What follows belongs to an exercise in optimizing a design on an open flow for small area, a short achievable clock period and few clock cycles per item; a production flow would make more cautious choices. Function was checked by simulation only, so behaviour that the tests miss may differ from the original. No run shown here takes its clock network from TritonCTS; it comes from the design's own scripts or RTL. The flow treats the clock pin as an ideal source. Dropping or thinning the clock tree relies on that and would not hold on a real chip. No activity file was given, so power comes from the tool's default toggle rates.

## design/flow/design.v

```verilog
module Log2(
  input clk,
  input reset,
  input h,
  output reg flag,
  input [7:0] in,
  output reg [7:0] out
);
  reg busy;
  wire [7:0] lut;
  always @(posedge clk or posedge reset) begin
    if (reset) begin
      busy <= 1'b0;
      flag <= 1'b0;
    end else begin
      busy <= h;
      flag <= busy | (flag & ~h);
    end
  end
  always @(posedge clk) begin
    if (busy)
      out <= lut;
    else if (h | ~flag)
      out <= in;
  end
  log2_lut u_lut (.x(out), .y(lut));
endmodule
module log2_lut(input [7:0] x, output [7:0] y);
  wire [7:0] oh;
  assign oh[7] = x[7];
  assign oh[6] = ~x[7] & x[6];
  assign oh[5] = ~|x[7:6] & x[5];
  assign oh[4] = ~|x[7:5] & x[4];
  assign oh[3] = ~|x[7:4] & x[3];
  assign oh[2] = ~|x[7:3] & x[2];
  assign oh[1] = ~|x[7:2] & x[1];
  assign oh[0] = ~|x[7:1];
  wire [2:0] p = {|oh[7:4], |{oh[7:6],oh[3:2]}, |{oh[7],oh[5],oh[3],oh[1]}};
  wire [13:0] xe = {x[6:0], 7'b0};
  wire [6:0] n = ({7{oh[7]}} & x[6:0]) | ({7{oh[6]}} & {x[5:0],1'b0}) | ({7{oh[5]}} & {x[4:0],2'b0})
               | ({7{oh[4]}} & {x[3:0],3'b0}) | ({7{oh[3]}} & {x[2:0],4'b0}) | ({7{oh[2]}} & {x[1:0],5'b0})
               | ({7{oh[1]}} & {x[0],6'b0});
  wire [4:0] g;
  g7 u_g (.n(n), .g(g));
  assign y = {p, g};
endmodule
module g7(input [6:0] n, output [4:0] g);
  wire new_n13, new_n14, new_n15, new_n16, new_n17, new_n19, new_n20,
    new_n21, new_n22, new_n23, new_n24, new_n25, new_n26, new_n27, new_n28,
    new_n29, new_n30, new_n31, new_n32, new_n33, new_n34, new_n35, new_n36,
    new_n37, new_n38, new_n39, new_n40, new_n41, new_n42, new_n43, new_n44,
    new_n45, new_n46, new_n47, new_n48, new_n49, new_n50, new_n51, new_n52,
    new_n53, new_n54, new_n55, new_n56, new_n57, new_n58, new_n59, new_n60,
    new_n61, new_n62, new_n63, new_n64, new_n65, new_n66, new_n68, new_n69,
    new_n70, new_n72, new_n73, new_n74, new_n75, new_n76, new_n77, new_n78,
    new_n80, new_n81, new_n82, new_n83, new_n84;
  assign new_n13 = n[2] & n[1];
  assign new_n14 = ~n[3] & ~new_n13;
  assign new_n15 = ~n[6] & n[5];
  assign new_n16 = n[4] & new_n15;
  assign new_n17 = ~new_n14 & new_n16;
  assign g[4] = n[6] | new_n17;
  assign new_n19 = n[4] & n[3];
  assign new_n20 = n[6] & n[5];
  assign new_n21 = ~n[6] & ~n[5];
  assign new_n22 = ~n[2] & new_n21;
  assign new_n23 = ~new_n20 & ~new_n22;
  assign new_n24 = n[3] & n[2];
  assign new_n25 = ~n[0] & ~new_n15;
  assign new_n26 = new_n24 & new_n25;
  assign new_n27 = n[6] & new_n19;
  assign new_n28 = n[1] & ~new_n27;
  assign new_n29 = ~new_n26 & new_n28;
  assign new_n30 = ~new_n19 & ~new_n21;
  assign new_n31 = n[0] & ~new_n30;
  assign new_n32 = n[4] & new_n21;
  assign new_n33 = ~new_n20 & ~new_n32;
  assign new_n34 = ~new_n31 & new_n33;
  assign new_n35 = ~n[2] & ~new_n34;
  assign new_n36 = ~new_n29 & ~new_n35;
  assign new_n37 = n[1] & n[0];
  assign new_n38 = n[6] & ~n[5];
  assign new_n39 = ~n[4] & ~n[3];
  assign new_n40 = ~n[1] & ~n[0];
  assign new_n41 = new_n39 & ~new_n40;
  assign new_n42 = ~new_n38 & new_n41;
  assign new_n43 = ~new_n27 & ~new_n42;
  assign new_n44 = ~new_n37 & ~new_n43;
  assign new_n45 = ~n[3] & n[0];
  assign new_n46 = ~n[6] & n[1];
  assign new_n47 = new_n45 & ~new_n46;
  assign new_n48 = ~n[5] & n[4];
  assign new_n49 = ~new_n40 & new_n48;
  assign new_n50 = ~new_n47 & new_n49;
  assign new_n51 = ~new_n44 & ~new_n50;
  assign new_n52 = ~new_n36 & new_n51;
  assign new_n53 = ~new_n19 & new_n21;
  assign new_n54 = ~new_n39 & ~new_n45;
  assign new_n55 = new_n53 & new_n54;
  assign new_n56 = ~n[4] & new_n20;
  assign new_n57 = n[2] & ~new_n56;
  assign new_n58 = ~new_n55 & new_n57;
  assign new_n59 = ~new_n52 & ~new_n58;
  assign new_n60 = new_n37 & new_n56;
  assign new_n61 = new_n29 & new_n58;
  assign new_n62 = ~new_n60 & ~new_n61;
  assign new_n63 = ~new_n59 & new_n62;
  assign new_n64 = ~new_n48 & ~new_n56;
  assign new_n65 = ~n[3] & new_n13;
  assign new_n66 = ~new_n64 & new_n65;
  assign g[0] = new_n63 | new_n66;
  assign new_n68 = ~new_n23 & g[0];
  assign new_n69 = new_n19 & ~new_n68;
  assign new_n70 = ~n[5] & ~new_n69;
  assign g[3] = ~new_n17 & ~new_n70;
  assign new_n72 = ~n[5] & new_n69;
  assign new_n73 = ~new_n17 & ~new_n72;
  assign new_n74 = ~n[4] & new_n21;
  assign new_n75 = ~new_n24 & new_n74;
  assign new_n76 = ~new_n68 & ~new_n75;
  assign new_n77 = ~new_n14 & new_n76;
  assign new_n78 = ~n[4] & ~new_n77;
  assign g[2] = new_n73 & ~new_n78;
  assign new_n80 = new_n14 & ~new_n76;
  assign new_n81 = n[4] & new_n73;
  assign new_n82 = n[3] & new_n61;
  assign new_n83 = new_n77 & ~new_n82;
  assign new_n84 = ~new_n81 & new_n83;
  assign g[1] = ~new_n80 & ~new_n84;
endmodule
```

## design/flow/flow/run.sh

```bash
#!/bin/bash
# Standard ORFS layout with these changes:
#  - synthesis maps the logic with the ABC script in flow/abc_area.script
#    (same synthesis script otherwise, so registers keep their names and types);
#  - port buffers are sky130_fd_sc_hd__buf_1 instead of the default delay buffer;
#  - the clock tree is a single clkbuf_8 between the clock port and the ten
#    registers (all registers get the same clock arrival), instead of an H-tree.
set -euo pipefail
rm -rf myscripts
cp -r "$FLOW_HOME/scripts" myscripts
cp flow/abc_area.script myscripts/abc_area.script
python3 - <<'PY'
p = 'myscripts/cts.tcl'
s = open(p).read()
old = 'log_cmd clock_tree_synthesis {*}$cts_args'
assert old in s
new = '''# place the one clock buffer at the centre of the registers it drives
set clk_net [[ord::get_db_block] findNet clk]
set sx 0
set sy 0
set sn 0
foreach iterm [$clk_net getITerms] {
  lassign [[$iterm getInst] getLocation] ix iy
  set sx [expr {$sx + $ix}]
  set sy [expr {$sy + $iy}]
  incr sn
}
set cx [ord::dbu_to_microns [expr {$sx / $sn}]]
set cy [ord::dbu_to_microns [expr {$sy / $sn}]]
puts "clock buffer at $cx $cy for $sn registers"
log_cmd insert_buffer -buffer_cell sky130_fd_sc_hd__clkbuf_8 -net [get_nets clk] -location [list $cx $cy] -buffer_name clkbuf_root -net_name clk_root
set_propagated_clock [all_clocks]'''
open(p, 'w').write(s.replace(old, new))
PY
bash standard.sh synth ABC_AREA=1 SCRIPTS_DIR="$PWD/myscripts" > synth.log 2>&1
bash standard.sh finish SCRIPTS_DIR="$PWD/myscripts" "BUFFER_PORTS_ARGS=-buffer_cell sky130_fd_sc_hd__buf_1" > layout.log 2>&1
```

## design/flow/flow/abc_area.script

```
strash
dch
map -D 1800
topo
upsize -D 1800
dnsize -D 1800
```

## design/flow/standard.sh

```bash
#!/bin/bash
# synth_recipe.tcl (not shown) runs the flow's synth.tcl, then flattens the netlist and writes it again
# the make line also repeats each setting of config.mk as NAME=value (left out here)
make -C /OpenROAD-flow-scripts/flow DESIGN_CONFIG=/design/flow/config.mk WORK_HOME=/design/flow/orfs CLKGATE_MAP_FILE= SYNTH_SCRIPT=/design/flow/synth_recipe.tcl "${@:-finish}"
```

## design/flow/config.mk

```make
export PLATFORM = sky130hd
export DESIGN_NAME = Log2
export DESIGN_NICKNAME = Log2
export VERILOG_FILES = /design/flow/design.v
export SDC_FILE = /design/flow/constraint.sdc
export NUM_CORES = 4
export LEC_CHECK = 0
export CAP_MARGIN = 20
export CORE_AREA = 2.5 2.5 61.5 61.5
export DIE_AREA = 0 0 64 64
export SLEW_MARGIN = 20
```

## design/flow/constraint.sdc

```tcl
create_clock -name core_clock -period 10.0 [get_ports {clk}]
set_input_delay 2.0000 -clock core_clock [delete_from_list [all_inputs] [get_ports {clk}]]
set_output_delay 2.0000 -clock core_clock [all_outputs]
set_load 0.01 [all_outputs]
```

==> metrics.md, run 1 <==
| Metric | Value |
|---|---|
| Most frequent cells in the layout | `nand2_1, buf_1, nor2_1, inv_1, clkinv_1` |
| Slowest stage delay, CP | `0.51 ns` |
| Synthesized cell area | `973 µm²` |
| Final WS setup | `between 7 and 8 ns` |
| I/O Buffers | `19` |
| Sw power | `0.0782 mW` |
| GR Overflow Total | `0` |
| Worst path required time | `8.00 ns` |
| Worst hold path class | `register to register` |
| CP endpoint kind | `primary output` |
| Routed via count | `about 1000` |
| Die area | `4100 µm²` |
| Post_cts resized | `0` |
| FP Rows | `21` |
| Setup Fix Bufs, Post-CTS | `0` |
| Antenna Nets Post-Route | `0` |
| # diodes | `0` |
| Final Util | `0.334` |
| Flop pwr share | `0.369` |
| Post-synth EDFFs | `8` |
| Critical Path AT | `about 0.85 ns` |
| Combinational power share | `0.518` |
| CP top delay family | `flip-flops` |
| Final hold vios | `0` |
| Area growth, synth to finish | `14.7%` |
| Mean area per synthesized cell | `7.21 µm²` |
| Syn nets | `~150` |
| Highest net fanout along the worst path | `6` |
| Initial Util | `0.292` |
| Fin crit share | `0.285` |
| Routability cong. | `0.974` |
| Ys async rst share | `0.200` |
| Largest net degree at the start of global routing | `13` |
| Wire length per cell | `between 10 and 15 µm` |
| Core Region | `3340 µm²` |
| Worst-margin pin slew | `0.389 ns` |
| Boundary Pins | `20` |
| Max-Cap Viols | `0` |
| Lkg Pwr | `about 0.46 nW` |
| R2R Setup Slk | `7.17 ns` |
| Most common cell after layout, fill and taps aside | `nand2_1` |
| Dpl hpwl | `1940 µm` |
| Distinct cell type count after synthesis | `36` |
| Drt via density | `4.95` |
| Vias in the first global route | `894` |
| Die X | `64 µm` |
| Clock power frac | `0.113` |
| Synth Flop Type | `edfxtp_1` |
| Post-Synthesis Cells | `135` |
| Clk pin slew, worst setup/hold paths | `0.07 ns` |
| Peak Freq | `351 MHz` |
| Final min period | `~2.8 ns` |
| RSZ-0062 raised after global routing | `no` |
| Worst setup SP type | `register` |
| Worst slack at placement | `7.19 ns` |
| CP Cell Sequence | `buf_1` |
| Internal power | `0.0901 mW` |
| Iteration count of the initial detailed-routing pass | `4` |
| Max-slew violations | `0` |
| Global-route wire length before repair | `roughly 4100 µm` |
| Skew final | `between 0.0007 and 0.0008 ns` |
| Total track usage | `0.118` |
| Crit-path slowest cell | `edfxtp_1` |
| Drt initial violations | `30` |
| WS Path Type | `register to primary output` |
| Setup tns final | `0 ns` |
| Status | `finished clean` |
| Synthesis warning total | `1` |
| # hold bufs at CTS | `0` |
| DRC Markers | `0` |
| Setup violators final | `0` |
| Layout Nets | `168` |
| Peak supply drop | `0.0939 mV` |
| Initial antenna violation count | `0` |
| FF+latch count, synth | `10` |
| Post-synthesis sequential area ratio | `0.298` |
| Switching Share | `0.465` |
| Clk latency of the worst-skew pair | `0.13 ns` |
| Pwr dens | `151 nW/µm²` |
| Total wire length | `approximately 2400 µm` |
| Max transition margin | `0.741` |
| Die Ht | `64 µm` |
| WP buf/inv | `1` |
| Layout cell share with drive strength beyond 1 | `0.155` |
-- path summary, 6_finish.rpt --
check                      depth (start not counted)             start               end
max in group asynchronous                          2             reset    flag$_DFF_PP0_
min reg2reg                                        2    flag$_DFF_PP0_    flag$_DFF_PP0_
min in group asynchronous                          2             reset    busy$_DFF_PP0_
max                                                1  out[3]$_DFFE_PP_            out[3]
min                                                2    flag$_DFF_PP0_    flag$_DFF_PP0_
max reg2reg                                       15  out[7]$_DFFE_PP_  out[2]$_DFFE_PP_
-- final cells by class, without the clock buffers --
| type | count | area [µm²] |
|---|---|---|
| inverters | 24 | 91.3 |
| flip-flops and latches | 10 | 290 |
| well taps | 46 | 57.6 |
| fillers | 374 | 2220 |
| repair buffers | 19 | 71.3 |
| multi-input cells | 101 | 592 |
-- per-layer routing --
metal	wire length, µm	GRT usage	share of wire
met5	0	0	0
met4	8	0.00815	0.0033
met3	100	0.00352	0.041
met2	1140	0.203	0.47
met1	1180	0.171	0.49
-- flip-flops by register name (all words and copies together), names as in the netlist --
register	count
out	8
busy	1
flag	1
-- cell usage after synthesis (3+ instances only) --
cell      number  area, µm²
a21oi_1        6       30.0
clkinv_1       9       33.8
edfxtp_1       8        240
inv_1         10       37.5
inv_2          4       15.0
nand2_1       31        116
nand3_1        3       15.0
nand3_2        3       30.0
nor2_1        16       60.1
nor2_2         3       18.8
o21ai_0        5       25.0
o21ai_1        3       15.0
o22ai_1        3       18.8
-- logic make-up after synthesis --
group	synth area share
compound gates	0.257
simple gates	0.351
flops	0.298
buf+inv	0.0938
-- through the flow --
step	cell area, µm²	hold WS (ns)	std cells	total power [mW]
after floorplan	973	0.561	135	0.127
after global placement	1100	0.542	200	0.152
after detailed placement	1100	0.535	200	0.149
after CTS	1120	0.545	201	0.168
after global routing	1120	0.597	201	0.184
final	1120	0.538	201	0.168
-- power by group through the flow --
| stage | combinational (mW) | sequential, mW | clock [mW] |
|---|---|---|---|
| floorplan | 0.0639 | 0.0632 | 0 |
| global placement | 0.0888 | 0.0628 | 0 |
| detailed placement | 0.0861 | 0.0628 | 0 |
| CTS | 0.0867 | 0.0619 | 0.0195 |
| global route | 0.0980 | 0.0631 | 0.0225 |
| finish | 0.0872 | 0.0621 | 0.0190 |
Testbench counts, summed over its fixed seeds: cycles 8,192, conversions 4,096.
==> run 2, diff against run 1 <==
==> design/flow/flow/abc_area.script (replaced) <==
strash
dch
map -D 1600
topo
==> run 2 against run 1 <==
- still clean on timing, DRC and antenna
- synthesized cell count increased by 2.2%
- register-to-register slack got worse by 0.29 ns
- core utilization decreased by 2.7 points
- power decreased by 6.1%
- area after synthesis decreased by 9.4%
- cell count increased by 1.5%
- wire length decreased by 1.8%
- design area decreased by 8.2%
- clock skew about the same
- hold slack improved by 0.0044 ns
- global-route usage decreased by 0.33 points
- critical path type is now register to register
- largest cell class unchanged
==> metrics.md, run 2 <==
| Metric | Value |
|---|---|
| Die X | `64 µm (unchanged)` |
| Antenna Nets Post-Route | `0 (unchanged)` |
| Final non-filler cell total | `204 (+1.5%)` |
| Most instantiated library cell after synthesis | `nand2_1` |
| RR Startpoint | `out[7]$_DFFE_PP_` |
| Largest net degree at the start of global routing | `13 (unchanged)` |
| Fin crit share | `0.312 (+0.0273)` |
| CP most frequent cell | `o21ai_0` |
| Max-slew violations | `0 (unchanged)` |
| Skew final | `0.000751 ns (+0.0000341 ns)` |
| Combinational power share | `0.480 (-0.038)` |
| Initial Util | `0.264 (-0.0274)` |
| Worst hold stages | `2 (unchanged)` |
| Area contributors post-synth | `edfxtp_1, nand2_1, nor2_1` |
| Worst r2r path cells | `12 (-3)` |
| Setup violators final | `0 (unchanged)` |
| Iteration count of the initial detailed-routing pass | `4 (unchanged)` |
| Status | `finished clean` |
| Clk latency of the worst-skew pair | `0.13 ns (about the same)` |
| Wire length per cell | `11.7 µm (-3.2%)` |
| Layout cell share with drive strength beyond 1 | `0.0127 (-0.142)` |
| FP Rows | `21 (unchanged)` |
| # hold bufs at CTS | `0 (unchanged)` |
| Drt initial violations | `66 (+120%)` |
| Worst-margin pin slew | `0.589 ns (+0.200 ns)` |
| Synthesis warning total | `1 (unchanged)` |
| R2r endpoint | `out[1]$_DFFE_PP_` |
| Switching Share | `0.455 (-0.00934)` |
| Worst hold path class | `register to register` |
| Dpl hpwl | `1910 µm (-1.5%)` |
| Ys async rst share | `0.200 (unchanged)` |
| Slowest stage delay, CP | `0.51 ns (about the same)` |
| Final hold vios | `0 (unchanged)` |
| Internal power | `0.0860 mW (-4.5%)` |
| Worst slack at placement | `6.98 ns (-0.212 ns)` |
| Die area | `4100 µm² (unchanged)` |
| RSZ-0062 raised after global routing | `no` |
| WS Path Type | `register to register` |
| Crit-path slowest cell | `edfxtp_1` |
| Initial antenna violation count | `0 (unchanged)` |
| Syn nets | `149 (+2.1%)` |
| Final WS setup | `6.88 ns (-0.273 ns)` |
| Routed via count | `1024 (+2.9%)` |
| Sw power | `0.0719 mW (-8.0%)` |
| Most frequent cells in the layout | `nand2_1, nor2_1, clkinv_1, buf_1, o21ai_0` |
| Setup tns final | `0 ns (unchanged)` |
| Synth Flop Type | `edfxtp_1` |
| Max reg flops | `8 (unchanged)` |
| DRC Markers | `0 (unchanged)` |
| Final min period | `3.12 ns (+0.273 ns)` |
| Most common cell after layout, fill and taps aside | `nand2_1` |
| Worst path required time | `9.89 ns (+1.89 ns)` |
| Boundary Pins | `20 (unchanged)` |
| Synth cell count leaders | `nand2_1, nor2_1, clkinv_1` |
| Die Ht | `64 µm (unchanged)` |
| Flop pwr share | `0.394 (+0.025)` |
| Pwr dens | `154 nW/µm² (+2.3%)` |
| Setup Fix Bufs, Post-CTS | `0 (unchanged)` |
| R2R Setup Slk | `6.88 ns (-0.29 ns)` |
| Post-synth EDFFs | `8 (unchanged)` |
| Distinct cell type count after synthesis | `21 (-42%)` |
| FF+latch count, synth | `10 (unchanged)` |
| Lkg Pwr | `0.355 nW (-23%)` |
| Drt via density | `5.02 (+1.4%)` |
| Highest net fanout along the worst path | `9 (+3)` |
| Post-synthesis sequential area ratio | `0.329 (+0.0309)` |
| Vias in the first global route | `929 (+3.9%)` |
| Worst hold start | `flag$_DFF_PP0_` |
| CP endpoint kind | `register` |
| Clock power frac | `0.126 (+0.013)` |
| Area growth, synth to finish | `16.2%` |
| Core Region | `3340 µm² (unchanged)` |
| Routability cong. | `0.974 (about the same)` |
| Total track usage | `0.115 (-0.00331)` |
| Reg with most FFs | `out` |
| Max-Cap Viols | `0 (unchanged)` |
| I/O Buffers | `19 (unchanged)` |
| GR Overflow Total | `0 (unchanged)` |
| Largest area contributor in the netlist | `edfxtp_1` |
| Peak Freq | `321 MHz (-8.7%)` |
| Total wire length | `2380 µm (-1.8%)` |
| Synth top area share | `0.272 (+0.0256)` |
| Worst setup SP type | `register` |
| CP Cell Sequence | `nor2_1 > nand2_1 > o21ai_0 > nand2_1 > nor2_1 > nor2_1 > nand2_1 > o32ai_1 > o21ai_0 > a21boi_0 > o21ai_0 > o21ai_0` |
| Hold Slack | `0.543 ns (+0.00438 ns)` |
| Top Registers | `out x8, busy x1, flag x1` |
| Placed Instances | `203 (+1.5%)` |
| Post-Synthesis Cells | `138 (+2.2%)` |
| Synthesized cell area | `882 µm² (-9.4%)` |
| # diodes | `0 (unchanged)` |
| Layout Nets | `171 (+1.8%)` |
| Max transition margin | `0.603 (-0.137)` |
| Clk pin slew, worst setup/hold paths | `0.07 ns (about the same)` |
| Mean area per synthesized cell | `6.39 µm² (-11%)` |
| Critical Path AT | `3.00 ns (+2.15 ns)` |
| Post_cts resized | `0 (unchanged)` |
| Global-route wire length before repair | `4040 µm (-0.69%)` |
| Peak supply drop | `0.0810 mV (-14%)` |
| WHS Endpoint | `flag$_DFF_PP0_` |
## run 2: changes by cell type after synthesis, moves of 3 or more
cell      delta
nor2_2       -3
inv_2        -4
nand3_1      +3
clkinv_1    +12
o21ai_0      +9
nand3_2      -3
nor2_1       +7
o21ai_1      -3
inv_1       -10
a22oi_1      +3
## run 2: logic make-up (layout without fill, tap and decap cells)
logic type	count (synthesis)	count (layout)	synth area share
and+or+nand+nor	69	69	0.323
AOI/OAI and AO/OA	38	38	0.258
DFF	10	10	0.329
buffers and inverters	21	41	0.0894
## run 2: worst max path at each step
stage	startpoint	to	cells past startpoint
finish	out[7]$_DFFE_PP_	out[1]$_DFFE_PP_	12
CTS	out[7]$_DFFE_PP_	out[1]$_DFFE_PP_	12
floorplan	out[7]$_DFFE_PP_	out[1]$_DFFE_PP_	12
detailed placement	out[7]$_DFFE_PP_	out[1]$_DFFE_PP_	12
global route	out[7]$_DFFE_PP_	out[1]$_DFFE_PP_	12
global placement	out[7]$_DFFE_PP_	out[1]$_DFFE_PP_	12
## run 2: layout make-up, without the clock buffers
cell class	count	area, µm²
Fill cell	372	2310
Sequential cell	10	290
Multi-Input combinational cell	107	513
Inverter	21	78.8
Timing Repair Buffer	19	71.3
Tap cell	46	57.6
## run 2: through the flow
step	total power, mW	area (µm²)	util
after floorplan	0.116	882	-
after global placement	0.140	1010	0.303
after detailed placement	0.137	1010	0.303
after CTS	0.157	1020	0.307
after global routing	0.171	1020	0.307
final	0.158	1020	0.307
## run 2: critical path: cells and delay by family (launching register included)
family | cells | cell delay [ns]
AO/OA/AOI/OAI | 6 | 1.31
flip-flops | 1 | 0.51
AND/OR/NAND/NOR | 6 | 1.06
## run 2: routing by layer
layer,routed length [µm],share of wire,vias up,GRT usage
met1,1130,0.48,441,0.161
met3,184,0.077,6,0.00880
met2,1020,0.43,51,0.194
met5,0,0,-,0
met4,40,0.017,0,0.0190
li1,-,-,526,-
## run 2: power groups by stage
stage	Sequential, mW	Combinational, mW	Clock (mW)
after CTS	0.0619	0.0749	0.0199
after detailed placement	0.0628	0.0744	0
after global placement	0.0631	0.0770	0
after global routing	0.0632	0.0858	0.0219
after floorplan	0.0631	0.0532	0
final	0.0622	0.0759	0.0199
==> run 3, diff against run 2 <==
==> design/flow/flow/abc_area.script (replaced) <==
strash
dch
map -D 1700
topo
upsize -D 1700
dnsize -D 1700
==> run 3 against run 2 <==
- power is 12% higher
- first-iteration DRC count is 24% lower
- clock power is 4% lower
- critical endpoint is now out[7]
- highest routed layer unchanged
==> metrics.md, run 3 <==
| Metric | Value |
|---|---|
| Die area | `4100 µm² (unchanged)` |
| Reg with most FFs | `out` |
| Drt via density | `5.10 (+1.7%)` |
| Final instance area | `1140 µm² (+11%)` |
| Ys async rst share | `0.200 (unchanged)` |
| Worst path required time | `8.00 ns (-1.89 ns)` |
| Most common cell after layout, fill and taps aside | `nand2_1` |
| Distinct cell type count after synthesis | `36 (+71%)` |
| Area growth, synth to finish | `14.3%` |
| Max-Cap Viols | `0 (unchanged)` |
| Placed cell areas | `1130 µm² (+11%)` |
| Most instantiated library cell after synthesis | `nand2_1` |
| Clk pin slew, worst setup/hold paths | `0.07 ns (about the same)` |
| Largest net degree at the start of global routing | `12 (-1)` |
| Worst-margin pin slew | `0.532 ns (-0.0565 ns)` |
| I/O Buffers | `19 (unchanged)` |
| Lkg Pwr | `0.439 nW (+24%)` |
| Final hold vios | `0 (unchanged)` |
| Synth cell count leaders | `nand2_1, nor2_1, clkinv_1` |
| # diodes | `0 (unchanged)` |
| Layout Nets | `170 (-0.58%)` |
| Drt initial violations | `50 (-24%)` |
| Dpl hpwl | `1940 µm (+1.5%)` |
| Vias in the first global route | `961 (+3.4%)` |
| Most frequent cells in the layout | `nand2_1, nor2_1, buf_1, clkinv_1, edfxtp_1` |
| Worst hold path class | `register to register` |
| GR Overflow Total | `0 (unchanged)` |
| CP top delay family | `flip-flops` |
| Final min period | `2.83 ns (-0.287 ns)` |
| Synthesized-area fraction occupied by adder cells | `0 (unchanged)` |
| DRC Markers | `0 (unchanged)` |
| CP endpoint kind | `primary output` |
| Routability cong. | `0.905 (-7.1%)` |
| Antenna Nets Post-Route | `0 (unchanged)` |
| CP Cell Sequence | `buf_1` |
| Largest family of logic cells by synthesized area | `simple AND/OR/NAND/NOR gates` |
| Iteration count of the initial detailed-routing pass | `4 (unchanged)` |
| Syn nets | `148 (-0.67%)` |
| Fillers | `368 (-1.1%)` |
| Setup tns final | `0 ns (unchanged)` |
| Synth Flop Type | `edfxtp_1` |
| Die X | `64 µm (unchanged)` |
| Fin crit share | `0.283 (-0.0287)` |
| Mean area per synthesized cell | `7.28 µm² (+14%)` |
| Setup Fix Bufs, Post-CTS | `0 (unchanged)` |
| Max reg flops | `8 (unchanged)` |
| Total track usage | `0.121 (+0.00615)` |
| Post-synthesis sequential area ratio | `0.291 (-0.0380)` |
| # hold bufs at CTS | `0 (unchanged)` |
| FP Rows | `21 (unchanged)` |
| Boundary Pins | `20 (unchanged)` |
| Crit-path slowest cell | `edfxtp_1` |
| Status | `finished clean` |
| Top Registers | `out x8, busy x1, flag x1` |
| Initial antenna violation count | `0 (unchanged)` |
| FF+latch count, synth | `10 (unchanged)` |
| Max-slew violations | `0 (unchanged)` |
| Initial Util | `0.299 (+0.0345)` |
| Largest area contributor in the netlist | `edfxtp_1` |
| Routed via count | `1036 (+1.2%)` |
| WS Path Type | `register to primary output` |
| Peak Freq | `353 MHz (+10%)` |
| Synth Area in XOR/XNOR | `0 (unchanged)` |
| Slowest stage delay, CP | `0.51 ns (about the same)` |
| Die Ht | `64 µm (unchanged)` |
| Synthesized cell area | `997 µm² (+13%)` |
| Wire length per cell | `11.3 µm (-3.0%)` |
| Total wire length | `2300 µm (-3.5%)` |
| Core Region | `3340 µm² (unchanged)` |
| Setup violators final | `0 (unchanged)` |
| WP buf/inv | `1 (+1)` |
| RSZ-0062 raised after global routing | `no` |
| Clk latency of the worst-skew pair | `0.13 ns (about the same)` |
| Post-synth EDFFs | `8 (unchanged)` |
| Area contributors post-synth | `edfxtp_1, nand2_1, nor2_1` |
| Synth Area in Compound Gates | `0.269 (+0.0104)` |
| Post-Synthesis Cells | `137 (-0.72%)` |
| Global-route wire length before repair | `4250 µm (+5.3%)` |
| Peak supply drop | `0.0761 mV (-6.1%)` |
| Synthesis warning total | `1 (unchanged)` |
| Multiplexer share of the synthesized area | `0 (unchanged)` |
| Highest net fanout along the worst path | `7 (-2)` |
| Pwr dens | `155 nW/µm² (+0.43%)` |
| Worst setup SP type | `register` |
| Max transition margin | `0.645 (+0.0418)` |
| Post_cts resized | `0 (unchanged)` |
| Layout cell share with drive strength beyond 1 | `0.166 (+0.153)` |
| Skew final | `0.000651 ns (-0.000101 ns)` |
| Critical Path AT | `0.83 ns (-2.17 ns)` |
| Post-synthesis simple-gate area fraction | `0.365 (+0.0417)` |
| Synth top area share | `0.241 (-0.0314)` |
## run 3: cell types whose count changed after synthesis, sizes merged, moves of 2 or more
cell    previous run  this run
inv                0         7
o21ai             14        11
o22ai              2         4
clkinv            21        13
a22oi              5         3
nand4              4         1
nand3              6         8
## run 3: cell families (layout without fill, tap and decap cells)
| group | Yosys count | count (layout) |
|---|---|---|
| flip-flops | 10 | 10 |
| buffers and inverters | 20 | 40 |
| AO/OA/AOI/OAI | 36 | 36 |
| AND/OR/NAND/NOR | 71 | 71 |
## run 3: metal layers
| metal | global-route usage | part of all wire | vias to the layer above | wire length (µm) |
|---|---|---|---|---|
| met5 | 0 | 0 | - | 0 |
| met4 | 0.0109 | 0.0083 | 0 | 19 |
| met3 | 0.0106 | 0.089 | 2 | 204 |
| met2 | 0.185 | 0.43 | 56 | 984 |
| met1 | 0.189 | 0.47 | 452 | 1090 |
| li1 | - | - | 526 | - |
## run 3: area by class of cell, without the clock buffers
type / count / area, µm² / area share
multi-input combinational: 107 / 632 / 0.554
sequential: 10 / 290 / 0.255
timing repair buffer: 19 / 71.3 / 0.0626
tap: 46 / 57.6 / 0.0505
inverter: 20 / 75.1 / 0.0659
## run 3: power breakdown
group	internal, mW	switching (mW)
registers	0.0528	0.00936
logic	0.0332	0.0620
clock network	0.00910	0.00999
## run 3: worst paths after layout
kind	to	start	slack, ns	cells after the start
worst min register to register	flag$_DFF_PP0_	flag$_DFF_PP0_	0.54	2
worst max-delay path	out[7]	out[7]$_DFFE_PP_	7.17	1
max in group asynchronous	flag$_DFF_PP0_	reset	8.23	2
worst max register to register	out[3]$_DFFE_PP_	out[7]$_DFFE_PP_	7.23	16
worst min-delay path	flag$_DFF_PP0_	flag$_DFF_PP0_	0.54	2
min in group asynchronous	busy$_DFF_PP0_	reset	1.68	2
## run 3: metrics by stage
step	hold WS (ns)	power [mW]	instances	setup slack, ns	util
floorplan	0.561	0.136	137	7.45	-
global placement	0.524	0.159	202	7.22	0.337
detailed placement	0.532	0.158	202	7.21	0.337
CTS	0.543	0.177	203	7.16	0.342
global route	0.576	0.193	203	6.97	0.342
finish	0.535	0.176	203	7.17	0.342
==> run 4, diff against run 3 <==
==> design/flow/flow/abc_area.script (replaced) <==
strash
dch
map -D 1600
topo
upsize -D 2000
dnsize -D 2000
==> run 4 against run 3 <==
- via count increased by 0.97%
- synthesized cell count increased by 0.73%
- combinational power decreased by 21%
- still clean on timing, DRC and antenna
- design area decreased by 10%
==> metrics.md, run 4 <==
| Metric | Value |
|---|---|
| Die X | `64 µm (unchanged)` |
| Setup Fix Bufs, Post-CTS | `0 (unchanged)` |
| Most instantiated library cell after synthesis | `nand2_1` |
| Total track usage | `0.109 (-0.0124)` |
| Drt via density | `5.13 (+0.47%)` |
| Worst hold path class | `register to register` |
| Synthesis warning total | `1 (unchanged)` |
| Peak supply drop | `0.107 mV (+41%)` |
| WHS Endpoint | `flag$_DFF_PP0_` |
| Area contributors post-synth | `edfxtp_1, nand2_1, nor2_1` |
| GR Overflow Total | `0 (unchanged)` |
| Worst setup SP type | `register` |
| Boundary Pins | `20 (unchanged)` |
| DRC Markers | `0 (unchanged)` |
| Routability cong. | `0.923 (+2.0%)` |
| Worst hold stages | `2 (unchanged)` |
| Skew final | `0.000516 ns (-0.000134 ns)` |
| Layout cell share with drive strength beyond 1 | `0.00633 (-0.159)` |
| I/O Buffers | `19 (unchanged)` |
| Area growth, synth to finish | `16.2%` |
| DR WL met3 | `181 µm (-11%)` |
| Reg with most FFs | `out` |
| Wire length on met1 | `1060 µm (-2.4%)` |
| Fin crit share | `0.291 (+0.00828)` |
| Final hold vios | `0 (unchanged)` |
| Routed via count | `1046 (+0.97%)` |
| Mean area per synthesized cell | `6.38 µm² (-12%)` |
| Synth Flop Type | `edfxtp_1` |
| Max reg flops | `8 (unchanged)` |
| Ys async rst share | `0.200 (unchanged)` |
| Max Used Layer | `met4` |
| Distinct cell type count after synthesis | `22 (-39%)` |
| Initial Util | `0.264 (-0.0349)` |
| Worst hold start | `flag$_DFF_PP0_` |
| Lkg Pwr | `0.355 nW (-19%)` |
| Post-synthesis sequential area ratio | `0.330 (+0.0385)` |
| Wire length per cell | `10.9 µm (-3.2%)` |
| Iteration count of the initial detailed-routing pass | `5 (+1)` |
| FF+latch count, synth | `10 (unchanged)` |
| WS Path Type | `register to register` |
| Most frequent cells in the layout | `nand2_1, nor2_1, clkinv_1, buf_1, o21ai_0` |
| Worst path required time | `9.87 ns (+1.87 ns)` |
| Syn nets | `149 (+0.68%)` |
| Setup violators final | `0 (unchanged)` |
| Most common cell after layout, fill and taps aside | `nand2_1` |
| Top Registers | `out x8, busy x1, flag x1` |
| RR Startpoint | `out[7]$_DFFE_PP_` |
| Final min period | `2.91 ns (+0.0828 ns)` |
| CP endpoint kind | `register` |
| Post-Synthesis Cells | `138 (+0.73%)` |
| Max transition margin | `0.715 (+0.0697)` |
| Max-Cap Viols | `0 (unchanged)` |
| Slowest stage delay, CP | `0.51 ns (about the same)` |
| Metal2 WL | `975 µm (-0.91%)` |
| Clk pin slew, worst setup/hold paths | `0.06 ns (about the same)` |
| Synth top area share | `0.273 (+0.0318)` |
| # hold bufs at CTS | `0 (unchanged)` |
| Highest net fanout along the worst path | `9 (+2)` |
| Post_cts resized | `0 (unchanged)` |
| R2R Setup Slk | `7.09 ns (-0.14 ns)` |
| Clk latency of the worst-skew pair | `0.13 ns (about the same)` |
| Initial antenna violation count | `0 (unchanged)` |
| Final non-filler cell total | `204 (+0.49%)` |
| Setup tns final | `0 ns (unchanged)` |
| Status | `finished clean` |
| Max-slew violations | `0 (unchanged)` |
| Crit-path slowest cell | `edfxtp_1` |
| # diodes | `0 (unchanged)` |
| Worst slack at placement | `7.17 ns (-0.0397 ns)` |
| Critical Path Start | `out[7]$_DFFE_PP_` |
| Placed Instances | `203 (+0.50%)` |
| RSZ-0062 raised after global routing | `no` |
| Drt initial violations | `60 (+20%)` |
| Pwr dens | `152 nW/µm² (-1.9%)` |
| Largest area contributor in the netlist | `edfxtp_1` |
| Layout Nets | `171 (+0.59%)` |
| Die area | `4100 µm² (unchanged)` |
| Worst-margin pin slew | `0.425 ns (-0.107 ns)` |
| FP Rows | `21 (unchanged)` |
| Synth cell count leaders | `nand2_1, nor2_1, clkinv_1` |
| R2r endpoint | `out[1]$_DFFE_PP_` |
| Antenna Nets Post-Route | `0 (unchanged)` |
| Post-synth EDFFs | `8 (unchanged)` |
| Final WS setup | `7.09 ns (-0.0828 ns)` |
| Largest net degree at the start of global routing | `13 (+1)` |
| Critical Path AT | `2.79 ns (+1.96 ns)` |
| Global-route wire length before repair | `3840 µm (-9.6%)` |
| Peak Freq | `343 MHz (-2.8%)` |
| Worst r2r path cells | `16 (unchanged)` |
| Synthesized cell area | `881 µm² (-12%)` |
| Core Region | `3340 µm² (unchanged)` |
| Fillers | `387 (+5.2%)` |
| Vias in the first global route | `910 (-5.3%)` |
| CP Cell Sequence | `nor2_1 > nand2_1 > nor2_1 > nand2_1 > o41ai_1 > nor2_1 > clkinv_1 > nand2_1 > nand4_1 > nand2_1 > a21oi_1 > nor2_1 > o21ai_1 > a21boi_0 > o21ai_0 > o21ai_0` |
| Dpl hpwl | `1840 µm (-5.1%)` |
| Die Ht | `64 µm (unchanged)` |
| Total wire length | `2230 µm (-2.7%)` |
run 4: how the worst max path moves through the flow:
stage / endpoint / cells past startpoint
after floorplan: out[0]$_DFFE_PP_ / 2
after global placement: out[2]$_DFFE_PP_ / 16
after detailed placement: out[1]$_DFFE_PP_ / 14
after CTS: out[1]$_DFFE_PP_ / 14
after global routing: out[2]$_DFFE_PP_ / 17
final: out[1]$_DFFE_PP_ / 16
run 4: cell type report, without the clock buffers:
type	instances	area [µm²]	area share
flip-flops and latches	10	290	0.284
well taps	46	57.6	0.0562
multi-input cells	107	512	0.500
repair buffers	19	71.3	0.0697
inverters	21	78.8	0.0770
run 4: worst max-delay path: cells and delay by family, from the launching register on:
kind	cells	cell delay [ns]
flip-flops	1	0.51
buffers and inverters	1	0.12
AO/OA/AOI/OAI	6	0.85
AND/OR/NAND/NOR	9	1.19
run 4: report_power, final:
group | total (mW) | internal, mW | leakage [nW] | switching, mW
registers | 0.0620 | 0.0528 | 0.104 | 0.00920
logic | 0.0753 | 0.0243 | 0.244 | 0.0510
clock network | 0.0182 | 0.00908 | 0.00719 | 0.00915
run 4: cells by family after synthesis:
group | after synthesis | synth area share
buffers and inverters | 21 | 0.0895
flip-flops | 10 | 0.330
AND/OR/NAND/NOR | 69 | 0.322
AO/OA/AOI/OAI | 38 | 0.259
run 4: per-stage QoR:
stage | total power [mW] | instance area (µm²) | hold slack, ns | utilization
finish | 0.155 | 1020 | 0.561 | 0.307
global route | 0.169 | 1020 | 0.585 | 0.307
CTS | 0.155 | 1020 | 0.577 | 0.307
detailed placement | 0.136 | 1010 | 0.565 | 0.303
global placement | 0.139 | 1010 | 0.522 | 0.303
floorplan | 0.117 | 881 | 0.561 | -
run 4: layer usage:
layer | GRT usage | vias up
met2 | 0.171 | 56
met3 | 0.00880 | 2
met4 | 0.0136 | 0
met1 | 0.165 | 466
li1 | - | 522
met5 | 0 | -
==> run 5, diff against run 4 <==
==> design/flow/flow/abc_area.script (replaced) <==
strash
dch
map -D 1500
topo
upsize -D 2000
dnsize -D 2000
==> run 5 against run 4 <==
- still clean on timing, DRC and antenna
- cell count up 2.0%
- global-route usage up 3.0 points
- first-iteration DRC count rose to 2.7 times the previous value
- critical endpoint unchanged
- die area unchanged
- critical path depth down 3
- synthesized cell count up 2.9%
==> metrics.md, run 5 <==
| Metric | Value |
|---|---|
| Pwr dens | `152 nW/µm² (-0.13%)` |
| Hold Slack | `0.593 ns (+0.0322 ns)` |
| Routability cong. | `0.983 (+6.5%)` |
| Synth cell count leaders | `nand2_1, clkinv_1, nor2_1` |
| RSZ-0062 raised after global routing | `no` |
| Worst-margin pin slew | `0.454 ns (+0.0291 ns)` |
| WP buf/inv | `0 (-1)` |
| Skew final | `0.000464 ns (-0.0000524 ns)` |
| CP Cell Sequence | `nor2_4 > nand2_2 > nor3_1 > nand2_1 > nand3b_1 > o21ai_0 > o21ai_0 > a21oi_1 > o21bai_1 > o2bb2ai_1 > nand3_1 > a21oi_1 > o22ai_1` |
| Area growth, synth to finish | `14.8%` |
| Vias in the first global route | `1024 (+13%)` |
| Synth Area in XOR/XNOR | `0 (unchanged)` |
| Iteration count of the initial detailed-routing pass | `4 (-1)` |
| RR Startpoint | `out[7]$_DFFE_PP_` |
| Lkg Pwr | `0.371 nW (+4.6%)` |
| Synth Flop Type | `edfxtp_1` |
| Worst hold path class | `register to register` |
| Synth Area in Compound Gates | `0.298 (+0.0398)` |
| Setup violators final | `0 (unchanged)` |
| Mean area per synthesized cell | `6.79 µm² (+6.4%)` |
| Clk latency of the worst-skew pair | `0.13 ns (about the same)` |
| DRC Markers | `0 (unchanged)` |
| Status | `finished clean` |
| Placed cell areas | `1090 µm² (+8.3%)` |
| Worst r2r path cells | `13 (-3)` |
| Internal power | `0.0903 mW (+4.8%)` |
| Peak supply drop | `0.0675 mV (-37%)` |
| FF+latch count, synth | `10 (unchanged)` |
| GR Overflow Total | `0 (unchanged)` |
| CP endpoint kind | `register` |
| Synthesized-area fraction occupied by adder cells | `0 (unchanged)` |
| Max transition margin | `0.697 (-0.0178)` |
| Sw power | `0.0777 mW (+12%)` |
| Worst hold start | `flag$_DFF_PP0_` |
| Max reg flops | `8 (unchanged)` |
| Syn nets | `153 (+2.7%)` |
| Worst path required time | `9.88 ns (about the same)` |
| Critical Path Start | `out[7]$_DFFE_PP_` |
| Largest net degree at the start of global routing | `11 (-2)` |
| Setup tns final | `0 ns (unchanged)` |
| Combinational power share | `0.503 (+0.019)` |
| Final Util | `0.332 (+0.0251)` |
| Clk pin slew, worst setup/hold paths | `0.07 ns (about the same)` |
| Initial Util | `0.289 (+0.0251)` |
| Largest family of logic cells by synthesized area | `simple AND/OR/NAND/NOR gates` |
| Wire length per cell | `12.5 µm (+14%)` |
| Fillers | `381 (-1.6%)` |
| Synthesis warning total | `1 (unchanged)` |
| Highest net fanout along the worst path | `10 (+1)` |
| Slowest stage delay, CP | `0.55 ns (+0.04 ns)` |
| Total wire length | `2600 µm (+17%)` |
| Final non-filler cell total | `208 (+2.0%)` |
| Post-Synthesis Cells | `142 (+2.9%)` |
| Post-synthesis simple-gate area fraction | `0.311 (-0.0112)` |
| Peak Freq | `344 MHz (+0.32%)` |
| Die Ht | `64 µm (unchanged)` |
| Most common cell after layout, fill and taps aside | `nand2_1` |
| Boundary Pins | `20 (unchanged)` |
| Layout cell share with drive strength beyond 1 | `0.0432 (+0.0369)` |
| Switching Share | `0.462 (+0.0166)` |
| Critical path depth in cells | `13 (-3)` |
| Distinct cell type count after synthesis | `32 (+45%)` |
| Final instance area | `1110 µm² (+8.2%)` |
| Reg with most FFs | `out` |
| I/O Buffers | `19 (unchanged)` |
| CP top delay family | `simple AND/OR/NAND/NOR gates` |
| Routed via count | `1089 (+4.1%)` |
| Drt via density | `5.24 (+2.1%)` |
| Final min period | `2.90 ns (-0.00931 ns)` |
| Max-slew violations | `0 (unchanged)` |
| FP Rows | `21 (unchanged)` |
| Final WS setup | `7.10 ns (+0.00931 ns)` |
| Layout Nets | `175 (+2.3%)` |
| Clock power frac | `0.119 (+0.002)` |
| Worst slack at placement | `7.12 ns (-0.0582 ns)` |
| Tot Pwr | `0.168 mW (+8.1%)` |
| Dpl hpwl | `2170 µm (+18%)` |
| Multiplexer share of the synthesized area | `0 (unchanged)` |
| Core Region | `3340 µm² (unchanged)` |
| Post-synth EDFFs | `8 (unchanged)` |
| Worst hold stages | `2 (unchanged)` |
| Critical Path AT | `2.78 ns (about the same)` |
| Worst setup SP type | `register` |
| Fin crit share | `0.290 (-0.000931)` |
| Most instantiated library cell after synthesis | `nand2_1` |
| Setup Fix Bufs, Post-CTS | `0 (unchanged)` |
| Final hold vios | `0 (unchanged)` |
| Largest area contributor in the netlist | `edfxtp_1` |
| Initial antenna violation count | `0 (unchanged)` |
| Placed Instances | `207 (+2.0%)` |
| Synth top area share | `0.249 (-0.0237)` |
| Ys async rst share | `0.200 (unchanged)` |
| # hold bufs at CTS | `0 (unchanged)` |
| Area contributors post-synth | `edfxtp_1, nand2_1, clkinv_1` |
| Post_cts resized | `0 (unchanged)` |
| Post-synthesis sequential area ratio | `0.301 (-0.0286)` |
| WS Path Type | `register to register` |
| Drt initial violations | `164 (+170%)` |
| Top Registers | `out x8, busy x1, flag x1` |
| Die area | `4100 µm² (unchanged)` |
| Crit-path slowest cell | `edfxtp_1` |
| Global-route wire length before repair | `4730 µm (+23%)` |
| Antenna Nets Post-Route | `0 (unchanged)` |
| # diodes | `0 (unchanged)` |
| Max-Cap Viols | `0 (unchanged)` |
| Die X | `64 µm (unchanged)` |
| Flop pwr share | `0.379 (-0.020)` |
| Most frequent cells in the layout | `nand2_1, clkinv_1, nor2_1, buf_1` |
| Total track usage | `0.138 (+0.0298)` |
| Synthesized cell area | `965 µm² (+9.5%)` |
## run 5: cell types whose count changed in the layout (fill, tap and decap cells not counted), moves of 2 or more
cell / change
o2111a_1: +2
a21oi_1: +2
nand2_1: -8
o2111ai_1: +2
a22oi_1: -3
nor2_1: -3
o22ai_1: +2
o21ai_0: -2
## run 5: layout make-up, without the clock buffers
| cell class | instances | area [µm²] | share of cell area |
|---|---|---|---|
| Multi-Input combinational cell | 109 | 588 | 0.531 |
| Sequential cell | 10 | 290 | 0.262 |
| Timing Repair Buffer | 19 | 71.3 | 0.0644 |
| Inverter | 23 | 86.3 | 0.0780 |
| Tap cell | 46 | 57.6 | 0.0520 |
## run 5: power by group through the flow
| stage | clock (mW) | combinational, mW | sequential, mW |
|---|---|---|---|
| final | 0.0199 | 0.0845 | 0.0636 |
| after global routing | 0.0219 | 0.0977 | 0.0649 |
| after CTS | 0.0192 | 0.0839 | 0.0631 |
| after detailed placement | 0 | 0.0836 | 0.0641 |
| after global placement | 0 | 0.0852 | 0.0646 |
| after floorplan | 0 | 0.0609 | 0.0641 |
## run 5: per-layer routing
layer,track usage,vias up,part of all wire
met2,0.236,44,0.46
met3,0.00704,4,0.057
li1,-,552,-
met1,0.199,489,0.48
met4,0.0136,0,0.0065
met5,0,-,0
## run 5: kinds of logic (layout without fill, tap and decap cells)
family / after synthesis / count (layout)
and+or+nand+nor: 65 / 65
DFF: 10 / 10
AOI/OAI and AO/OA: 44 / 44
buffers and inverters: 23 / 43
## run 5: worst register-to-register path, stage by stage (launching register included)
cell       delay (ns)
edfxtp_1         0.55
nor2_4           0.24
nand2_2          0.11
nor3_1           0.31
nand2_1          0.13
nand3b_1         0.21
o21ai_0          0.11
o21ai_0          0.16
a21oi_1          0.09
o21bai_1         0.21
o2bb2ai_1        0.18
nand3_1          0.13
a21oi_1          0.14
o22ai_1          0.08
## run 5: worst paths after layout
path	to	slack [ns]
worst max-delay path	out[1]$_DFFE_PP_	7.10
worst min-delay path	flag$_DFF_PP0_	0.59
worst max register to register	out[1]$_DFFE_PP_	7.10
worst min register to register	flag$_DFF_PP0_	0.59
max in group asynchronous	flag$_DFF_PP0_	8.23
min in group asynchronous	busy$_DFF_PP0_	1.67
==> run 6, diff against run 5 <==
==> design/flow/flow/abc_area.script (replaced) <==
strash
dch
map -D 1400
topo
upsize -D 2000
dnsize -D 2000
==> run 6 against run 5 <==
- hold slack got worse by 0.026 ns
- synthesized cell count increased by 4.2%
- core utilization up 1.4 points
- flip-flop and latch count unchanged
- largest power group unchanged
- register-to-register slack worse by 0.27 ns
- area after synthesis up 4.8%
- sequential share of layout area fell by 1.1 points
- worst setup slack got worse by 0.27 ns
- still clean
- combinational power shrank 7.3%
==> metrics.md, run 6 <==
| Metric | Value |
|---|---|
| Fin crit share | `0.318 (+0.0272)` |
| Distinct cell type count after synthesis | `29 (-9.4%)` |
| Setup violators final | `0 (unchanged)` |
| Worst hold path class | `register to register` |
| Clock power frac | `0.115 (-0.004)` |
| Most common cell after layout, fill and taps aside | `nand2_1` |
| Final Util | `0.346 (+0.0139)` |
| Ys async rst share | `0.200 (unchanged)` |
| Largest net degree at the start of global routing | `19 (+8)` |
| Vias in the first global route | `1035 (+1.1%)` |
| Sw power | `0.0730 mW (-5.9%)` |
| Max-slew violations | `0 (unchanged)` |
| Critical Path AT | `3.05 ns (+0.27 ns)` |
| Clk latency of the worst-skew pair | `0.13 ns (about the same)` |
| Area growth, synth to finish | `14.1%` |
| Switching Share | `0.450 (-0.0125)` |
| FP Rows | `21 (unchanged)` |
| Combinational power share | `0.482 (-0.021)` |
| Hold Slack | `0.567 ns (-0.0263 ns)` |
| Final min period | `3.18 ns (+0.272 ns)` |
| Clk pin slew, worst setup/hold paths | `0.07 ns (about the same)` |
| Peak Freq | `315 MHz (-8.6%)` |
| Initial Util | `0.303 (+0.0139)` |
| Lkg Pwr | `0.392 nW (+5.6%)` |
| Synth cell count leaders | `nand2_1, nor2_1, clkinv_1` |
| Post-Synthesis Cells | `148 (+4.2%)` |
| CP endpoint kind | `register` |
| RSZ-0062 raised after global routing | `no` |
| Syn nets | `159 (+3.9%)` |
| Area contributors post-synth | `edfxtp_1, nand2_1, nor2_1` |
| Drt initial violations | `106 (-35%)` |
| FF+latch count, synth | `10 (unchanged)` |
| GR Overflow Total | `0 (unchanged)` |
| Core Region | `3340 µm² (unchanged)` |
| Internal power | `0.0894 mW (-1.1%)` |
| Antenna Nets Post-Route | `0 (unchanged)` |
| Routed via count | `1166 (+7.1%)` |
| Most frequent cells in the layout | `nand2_1, nor2_1, clkinv_1, buf_1, nand4_1` |
| Total wire length | `2670 µm (+2.6%)` |
| Final hold vios | `0 (unchanged)` |
| Setup tns final | `0 ns (unchanged)` |
| Dpl hpwl | `2150 µm (-0.53%)` |
| Worst setup SP type | `register` |
| Routability cong. | `0.964 (-1.9%)` |
| WS Path Type | `register to register` |
| Post-synth EDFFs | `8 (unchanged)` |
| Final non-filler cell total | `214 (+2.9%)` |
| Layout cell share with drive strength beyond 1 | `0.0238 (-0.0194)` |
| Global-route wire length before repair | `4690 µm (-1.0%)` |
| Wire length per cell | `12.5 µm (-0.30%)` |
| Synthesized cell area | `1010 µm² (+4.8%)` |
| Initial antenna violation count | `0 (unchanged)` |
| Flop pwr share | `0.403 (+0.024)` |
| Iteration count of the initial detailed-routing pass | `4 (unchanged)` |
| Pwr dens | `141 nW/µm² (-7.2%)` |
| Max transition margin | `0.597 (-0.100)` |
| Die area | `4100 µm² (unchanged)` |
| # hold bufs at CTS | `0 (unchanged)` |
| Synth top area share | `0.238 (-0.0114)` |
| Reg with most FFs | `out` |
| Most instantiated library cell after synthesis | `nand2_1` |
| Status | `finished clean` |
| Post_cts resized | `0 (unchanged)` |
| Max-Cap Viols | `0 (unchanged)` |
| I/O Buffers | `19 (unchanged)` |
| Setup Fix Bufs, Post-CTS | `0 (unchanged)` |
| Worst path required time | `9.87 ns (about the same)` |
| Worst-margin pin slew | `0.604 ns (+0.150 ns)` |
| Max reg flops | `8 (unchanged)` |
| Die X | `64 µm (unchanged)` |
| Top Registers | `out x8, busy x1, flag x1` |
| Post-synthesis sequential area ratio | `0.287 (-0.0138)` |
| R2R Setup Slk | `6.82 ns (-0.27 ns)` |
| Largest area contributor in the netlist | `edfxtp_1` |
| Highest net fanout along the worst path | `18 (+8)` |
| Placed Instances | `213 (+2.9%)` |
| Total track usage | `0.134 (-0.00455)` |
| Skew final | `0.000859 ns (+0.000395 ns)` |
| Boundary Pins | `20 (unchanged)` |
| Synth Flop Type | `edfxtp_1` |
| Layout Nets | `181 (+3.4%)` |
| Peak supply drop | `0.0801 mV (+19%)` |
| Drt via density | `5.45 (+4.1%)` |
| # diodes | `0 (unchanged)` |
| Die Ht | `64 µm (unchanged)` |
| Synthesis warning total | `1 (unchanged)` |
| Mean area per synthesized cell | `6.83 µm² (+0.55%)` |
| DRC Markers | `0 (unchanged)` |
run 6: cells by family (layout without fill, tap and decap cells):
| family | after synthesis | after routing | share of synthesized area |
|---|---|---|---|
| buffers and inverters | 19 | 39 | 0.0705 |
| and+or+nand+nor | 75 | 75 | 0.338 |
| AOI/OAI and AO/OA | 44 | 44 | 0.304 |
| DFF | 10 | 10 | 0.287 |
run 6: final cells by class, without the clock buffers:
| class | count | area (µm²) |
|---|---|---|
| Multi-Input combinational cell | 119 | 649 |
| Inverter | 19 | 71.3 |
| Timing Repair Buffer | 19 | 71.3 |
| Fill cell | 372 | 2180 |
| Sequential cell | 10 | 290 |
| Tap cell | 46 | 57.6 |
run 6: power by group through the flow:
stage / registers [mW] / logic, mW / clock network [mW]
floorplan: 0.0647 / 0.0570 / 0
global placement: 0.0660 / 0.0793 / 0
detailed placement: 0.0658 / 0.0776 / 0
CTS: 0.0649 / 0.0780 / 0.0198
global route: 0.0664 / 0.0893 / 0.0215
finish: 0.0654 / 0.0783 / 0.0187
run 6: worst paths after layout:
check                                   endpoint             start  cells past startpoint
worst max-delay path            out[1]$_DFFE_PP_  out[7]$_DFFE_PP_                     12
worst min-delay path              flag$_DFF_PP0_    flag$_DFF_PP0_                      2
worst max register to register  out[1]$_DFFE_PP_  out[7]$_DFFE_PP_                     12
worst min register to register    flag$_DFF_PP0_    flag$_DFF_PP0_                      2
max in group asynchronous         busy$_DFF_PP0_             reset                      2
min in group asynchronous         flag$_DFF_PP0_             reset                      2
run 6: routing by layer:
layer	vias to the layer above	routed length, µm	track usage
li1	597	-	-
met1	519	1300	0.206
met2	46	1150	0.210
met3	4	196	0.00704
met4	0	29	0.0163
met5	-	0	0
run 6: through the flow:
step	instance area [µm²]	worst slack [ns]	total power, mW
CTS	1150	6.84	0.163
floorplan	1010	7.32	0.122
finish	1150	6.82	0.162
global placement	1140	6.87	0.145
detailed placement	1140	6.86	0.143
global route	1150	6.45	0.177
run 6: worst max-delay path, cell delays in order (launching register included):
cell	delay (ns)
edfxtp_1	0.53
nor2_2	0.55
nand2_1	0.18
o221ai_1	0.38
clkinv_1	0.19
a31oi_1	0.17
nand2_1	0.09
o22ai_1	0.10
o21bai_1	0.17
o2bb2ai_1	0.19
nand3_1	0.13
a21oi_1	0.15
o22ai_1	0.08
==> run 7, diff against run 6 <==
==> design/flow/flow/abc_area.script (replaced) <==
strash
dch
map -D 1600
topo
upsize -D 1800
dnsize -D 1800
==> run 7 against run 6 <==
- flip-flop and latch count is the same
- hold slack worse by 0.027 ns
- clock power is 3% lower
- wire length decreased by 12%
- worst setup slack gained 0.30 ns
- critical endpoint is now out[7]
==> metrics.md, run 7 <==
| Metric | Value |
|---|---|
| Peak Freq | `348 MHz (+10%)` |
| Status | `finished clean` |
| Clk pin slew, worst setup/hold paths | `0.06 ns (about the same)` |
| Register area | `290 µm² (unchanged)` |
| Lkg Pwr | `0.399 nW (+1.8%)` |
| Boundary Pins | `20 (unchanged)` |
| Total wire length | `2360 µm (-12%)` |
| Dpl hpwl | `1930 µm (-10%)` |
| # diodes | `0 (unchanged)` |
| Peak supply drop | `0.107 mV (+34%)` |
| WP buf/inv | `1 (unchanged)` |
| Ys async rst share | `0.200 (unchanged)` |
| Final hold vios | `0 (unchanged)` |
| Most frequent cells in the layout | `nand2_1, nor2_1, buf_1, clkinv_1` |
| Synth Flop Type | `edfxtp_1` |
| Final Util | `0.331 (-0.0150)` |
| Clk latency of the worst-skew pair | `0.13 ns (about the same)` |
| CP Cell Sequence | `buf_1` |
| Global-route wire length before repair | `4140 µm (-12%)` |
| Sw power | `0.0761 mW (+4.2%)` |
| Internal power | `0.0900 mW (+0.75%)` |
| Post-synthesis sequential area ratio | `0.302 (+0.0150)` |
| Most instantiated library cell after synthesis | `nand2_1` |
| # hold bufs at CTS | `0 (unchanged)` |
| Most common cell after layout, fill and taps aside | `nand2_1` |
| Layout Nets | `171 (-5.5%)` |
| Skew final | `0.000595 ns (-0.000264 ns)` |
| Distinct cell type count after synthesis | `31 (+6.9%)` |
| Die Ht | `64 µm (unchanged)` |
| Post_cts resized | `0 (unchanged)` |
| Pwr dens | `151 nW/µm² (+6.9%)` |
| Switching Share | `0.458 (+0.00837)` |
| Final min period | `2.88 ns (-0.301 ns)` |
| Mean area per synthesized cell | `6.96 µm² (+1.9%)` |
| Total track usage | `0.121 (-0.0132)` |
| Die area | `4100 µm² (unchanged)` |
| Combinational power share | `0.512 (+0.030)` |
| WS Path Type | `register to primary output` |
| Layout cell share with drive strength beyond 1 | `0.127 (+0.103)` |
| Max transition margin | `0.719 (+0.123)` |
| Post-synth EDFFs | `8 (unchanged)` |
| Worst path required time | `8.00 ns (-1.87 ns)` |
| Synth top area share | `0.250 (+0.0124)` |
| Critical Path AT | `0.88 ns (-2.17 ns)` |
| Area contributors post-synth | `edfxtp_1, nand2_1, nor2_1` |
| Setup Fix Bufs, Post-CTS | `0 (unchanged)` |
| Drt initial violations | `25 (-76%)` |
| Final WS setup | `7.12 ns (+0.301 ns)` |
| DR WL met3 | `72 µm (-63%)` |
| RSZ-0062 raised after global routing | `no` |
| Iteration count of the initial detailed-routing pass | `4 (unchanged)` |
| DRC Markers | `0 (unchanged)` |
| Max Used Layer | `met4` |
| Max-Cap Viols | `0 (unchanged)` |
| Slowest stage delay, CP | `0.56 ns (about the same)` |
| Largest area contributor in the netlist | `edfxtp_1` |
| Reg with most FFs | `out` |
| Area growth, synth to finish | `14.8%` |
| Fillers | `383 (+3.0%)` |
| Metal2 WL | `1120 µm (-2.4%)` |
| Final non-filler cell total | `204 (-4.7%)` |
| Post-Synthesis Cells | `138 (-6.8%)` |
| Initial Util | `0.288 (-0.0150)` |
| Synthesized cell area | `961 µm² (-5.0%)` |
| FP Rows | `21 (unchanged)` |
| Vias in the first global route | `956 (-7.6%)` |
| CP top delay family | `flip-flops` |
| Syn nets | `149 (-6.3%)` |
| Setup tns final | `0 ns (unchanged)` |
| Highest net fanout along the worst path | `9 (-9)` |
| Fin crit share | `0.288 (-0.0301)` |
| Wire length per cell | `11.5 µm (-7.4%)` |
| Clock power frac | `0.109 (-0.006)` |
| Worst setup SP type | `register` |
| Synthesis warning total | `1 (unchanged)` |
| Die X | `64 µm (unchanged)` |
| Worst hold path class | `register to register` |
| Max reg flops | `8 (unchanged)` |
| Top Registers | `out x8, busy x1, flag x1` |
| Synth cell count leaders | `nand2_1, nor2_1, clkinv_1` |
| Drt via density | `4.99 (-8.4%)` |
| Worst slack at placement | `7.25 ns (+0.384 ns)` |
| Placed Instances | `203 (-4.7%)` |
| Initial antenna violation count | `0 (unchanged)` |
| Core Region | `3340 µm² (unchanged)` |
| Routability cong. | `0.835 (-13%)` |
| GR Overflow Total | `0 (unchanged)` |
| Wire length on met1 | `1150 µm (-11%)` |
| Footprint of the multi-input gates | `592 µm² (-8.9%)` |
| Flop pwr share | `0.378 (-0.025)` |
| Worst-margin pin slew | `0.416 ns (-0.188 ns)` |
| Setup violators final | `0 (unchanged)` |
| CP endpoint kind | `primary output` |
| Max-slew violations | `0 (unchanged)` |
| I/O Buffers | `19 (unchanged)` |
| Largest net degree at the start of global routing | `13 (-6)` |
| Routed via count | `1018 (-13%)` |
| Crit-path slowest cell | `edfxtp_1` |
| FF+latch count, synth | `10 (unchanged)` |
| Antenna Nets Post-Route | `0 (unchanged)` |
## run 7: final cells by class, without the clock buffers
cell class	count	share of cell area
multi-input cells	107	0.536
flip-flops and latches	10	0.263
inverters	21	0.0714
well taps	46	0.0522
repair buffers	19	0.0646
## run 7: logic make-up (layout without fill, tap and decap cells)
family	Yosys count	after routing	share of synthesized area
AO/OA/AOI/OAI	38	38	0.259
flip-flops	10	10	0.302
AND/OR/NAND/NOR	69	69	0.357
buffers and inverters	21	41	0.0820
## run 7: worst paths after layout
path / startpoint / end / slack [ns] / cells after the start
min in group asynchronous: reset / flag$_DFF_PP0_ / 1.67 / 2
setup reg to reg: out[7]$_DFFE_PP_ / out[3]$_DFFE_PP_ / 7.29 / 14
setup / recovery: out[7]$_DFFE_PP_ / out[7] / 7.12 / 1
max in group asynchronous: reset / busy$_DFF_PP0_ / 8.23 / 2
hold reg to reg: flag$_DFF_PP0_ / flag$_DFF_PP0_ / 0.54 / 2
hold / removal: flag$_DFF_PP0_ / flag$_DFF_PP0_ / 0.54 / 2
## run 7: per-layer routing
layer  up-vias  track usage
li1        528            -
met1       462        0.170
met2        26        0.203
met3         2      0.00704
met4         0       0.0245
met5         -            0
## run 7: power by group through the flow
stage	Combinational [mW]	Sequential, mW	Clock (mW)
6_report	0.0851	0.0629	0.0182
5_1_grt	0.0966	0.0642	0.0208
3_3_place_gp	0.0854	0.0637	0
2_1_floorplan	0.0622	0.0640	0
3_5_place_dp	0.0845	0.0637	0
4_1_cts	0.0850	0.0629	0.0185
## run 7: per-stage QoR
| stage | cell area [µm²] | hold slack, ns | power, mW |
|---|---|---|---|
| 6_report | 1100 | 0.539 | 0.166 |
| 5_1_grt | 1100 | 0.607 | 0.182 |
| 4_1_cts | 1100 | 0.555 | 0.166 |
| 3_5_place_dp | 1090 | 0.547 | 0.148 |
| 3_3_place_gp | 1090 | 0.547 | 0.149 |
| 2_1_floorplan | 961 | 0.561 | 0.126 |
## run 7: worst min-delay path: stages (launching register included)
cell,delay (ns)
dfrtp_1,0.38
clkinv_1,0.06
o21ai_0,0.06
==> run 8, diff against run 7 <==
==> design/flow/flow/abc_area.script (replaced) <==
strash
dch
map -D 1700
topo
upsize -D 1900
dnsize -D 1900
==> run 8 against run 7 <==
- critical path type is now register to register
- highest routed layer unchanged
- still clean on timing, DRC and antenna
- first-iteration DRC count grew 110%
- core utilization shrank 1.2 points
- hold slack gained 0.00097 ns
- critical path depth grew 17
- clock skew is essentially flat
- synthesized cell count shrank 0.72%
==> metrics.md, run 8 <==
| Metric | Value |
|---|---|
| Layout cell share with drive strength beyond 1 | `0.0955 (-0.0310)` |
| # hold bufs at CTS | `0 (unchanged)` |
| Die X | `64 µm (unchanged)` |
| Status | `finished clean` |
| Skew final | `0.00102 ns (+0.000424 ns)` |
| Tot Pwr | `0.164 mW (-1.5%)` |
| Most instantiated library cell after synthesis | `nand2_1` |
| Synth top area share | `0.261 (+0.0109)` |
| Post-synthesis sequential area ratio | `0.315 (+0.0131)` |
| Worst hold path class | `register to register` |
| FP Rows | `21 (unchanged)` |
| Core Region | `3340 µm² (unchanged)` |
| Max-Cap Viols | `0 (unchanged)` |
| Clk pin slew, worst setup/hold paths | `0.06 ns (about the same)` |
| Wire length per cell | `11.6 µm (+0.24%)` |
| Die area | `4100 µm² (unchanged)` |
| Final min period | `2.86 ns (-0.0206 ns)` |
| GR Overflow Total | `0 (unchanged)` |
| Reg with most FFs | `out` |
| Iteration count of the initial detailed-routing pass | `4 (unchanged)` |
| Final Util | `0.319 (-0.0120)` |
| Pwr dens | `154 nW/µm² (+2.2%)` |
| Post-synth EDFFs | `8 (unchanged)` |
| Clk latency of the worst-skew pair | `0.13 ns (about the same)` |
| Die Ht | `64 µm (unchanged)` |
| Most frequent cells in the layout | `nand2_1, nor2_1, buf_1, clkinv_1` |
| Mean area per synthesized cell | `6.72 µm² (-3.5%)` |
| Peak Freq | `350 MHz (+0.72%)` |
| CP endpoint kind | `register` |
| Ys async rst share | `0.200 (unchanged)` |
| RSZ-0062 raised after global routing | `no` |
| Drt via density | `5.02 (+0.59%)` |
| Synthesized cell area | `921 µm² (-4.2%)` |
| Largest area contributor in the netlist | `edfxtp_1` |
| Largest net degree at the start of global routing | `12 (-1)` |
| Max-slew violations | `0 (unchanged)` |
| Highest net fanout along the worst path | `7 (-2)` |
| Total wire length | `2350 µm (-0.25%)` |
| Worst setup SP type | `register` |
| I/O Buffers | `19 (unchanged)` |
| Fin crit share | `0.286 (-0.00205)` |
| Area growth, synth to finish | `15.5%` |
| Routability cong. | `0.919 (+10%)` |
| Antenna Nets Post-Route | `0 (unchanged)` |
| Vias in the first global route | `918 (-4.0%)` |
| Max transition margin | `0.672 (-0.0472)` |
| # diodes | `0 (unchanged)` |
| Worst path required time | `9.88 ns (+1.88 ns)` |
| Setup Fix Bufs, Post-CTS | `0 (unchanged)` |
==> run 8: cell types whose count changed in the layout (fill, tap and decap cells not counted), sizes merged, moves of 2 or more <==
cell / before / now
a22oi: 5 / 3
clkinv: 17 / 14
inv: 4 / 6
nand3: 6 / 8
nand4: 4 / 1
o21ai: 14 / 11
o22ai: 2 / 4
==> run 8: metrics by stage <==
| stage | setup slack, ns | hold WS [ns] | instance area (µm²) |
|---|---|---|---|
| detailed placement | 7.21 | 0.539 | 1050 |
| global route | 6.86 | 0.587 | 1060 |
| CTS | 7.17 | 0.549 | 1060 |
| floorplan | 7.45 | 0.561 | 921 |
| global placement | 7.20 | 0.533 | 1050 |
| finish | 7.14 | 0.540 | 1060 |
==> run 8: cells by family after synthesis <==
kind of cell           Yosys count  share of synthesized area
AO/OA/AOI/OAI                   36                      0.258
flip-flops                      10                      0.315
AND/OR/NAND/NOR                 71                      0.345
buffers and inverters           20                     0.0815
==> run 8: routing by layer <==
layer	global-route usage	up-vias	wire length (µm)
met1	0.168	451	1190
met3	0.0141	2	155
met4	0.0163	0	12
li1	-	532	-
met2	0.180	34	988
met5	0	-	0
==> run 8: path summary, 6_finish.rpt <==
path / start / endpoint / slack [ns] / depth (start not counted)
worst max-delay path: out[7]$_DFFE_PP_ / out[1]$_DFFE_PP_ / 7.14 / 18
worst min-delay path: flag$_DFF_PP0_ / flag$_DFF_PP0_ / 0.54 / 2
worst max register to register: out[7]$_DFFE_PP_ / out[1]$_DFFE_PP_ / 7.14 / 18
worst min register to register: flag$_DFF_PP0_ / flag$_DFF_PP0_ / 0.54 / 2
max in group asynchronous: reset / busy$_DFF_PP0_ / 8.23 / 2
min in group asynchronous: reset / flag$_DFF_PP0_ / 1.68 / 2
==> run 8: report_power, final <==
group	internal [mW]	switching [mW]
Clock	0.00908	0.00926
Combinational	0.0281	0.0556
Sequential	0.0528	0.00876
Total	0.0900	0.0736
==> run 8: final cells by class, without the clock buffers <==
cell class              count  area, µm²
fillers                   375       2270
inverters                  20       75.1
multi-input cells         107        556
flip-flops and latches     10        290
well taps                  46       57.6
repair buffers             19       71.3
==> run 8: worst max-delay path: stages (launching register included) <==
cell	delay [ns]
edfxtp_1	0.51
nor2_4	0.20
nand2_1	0.12
nor2_1	0.20
nand2_1	0.08
o41ai_1	0.09
nor2_2	0.14
inv_2	0.11
nand2_1	0.08
nand4_1	0.08
o211ai_1	0.11
nor2_1	0.17
a31oi_1	0.07
o21ai_2	0.10
nand2_1	0.09
a22oi_2	0.16
nand3_1	0.09
a21oi_1	0.13
o21ai_1	0.07

Re-timed with assumed drivers on the ports (clkbuf_16 on the clock, buf_2 on other inputs), run 8 has 7.144 ns of setup slack against 7.144 ns with ideal ports, and 7.144 ns once port delays also move by the mid clock arrival of 0.148 ns.
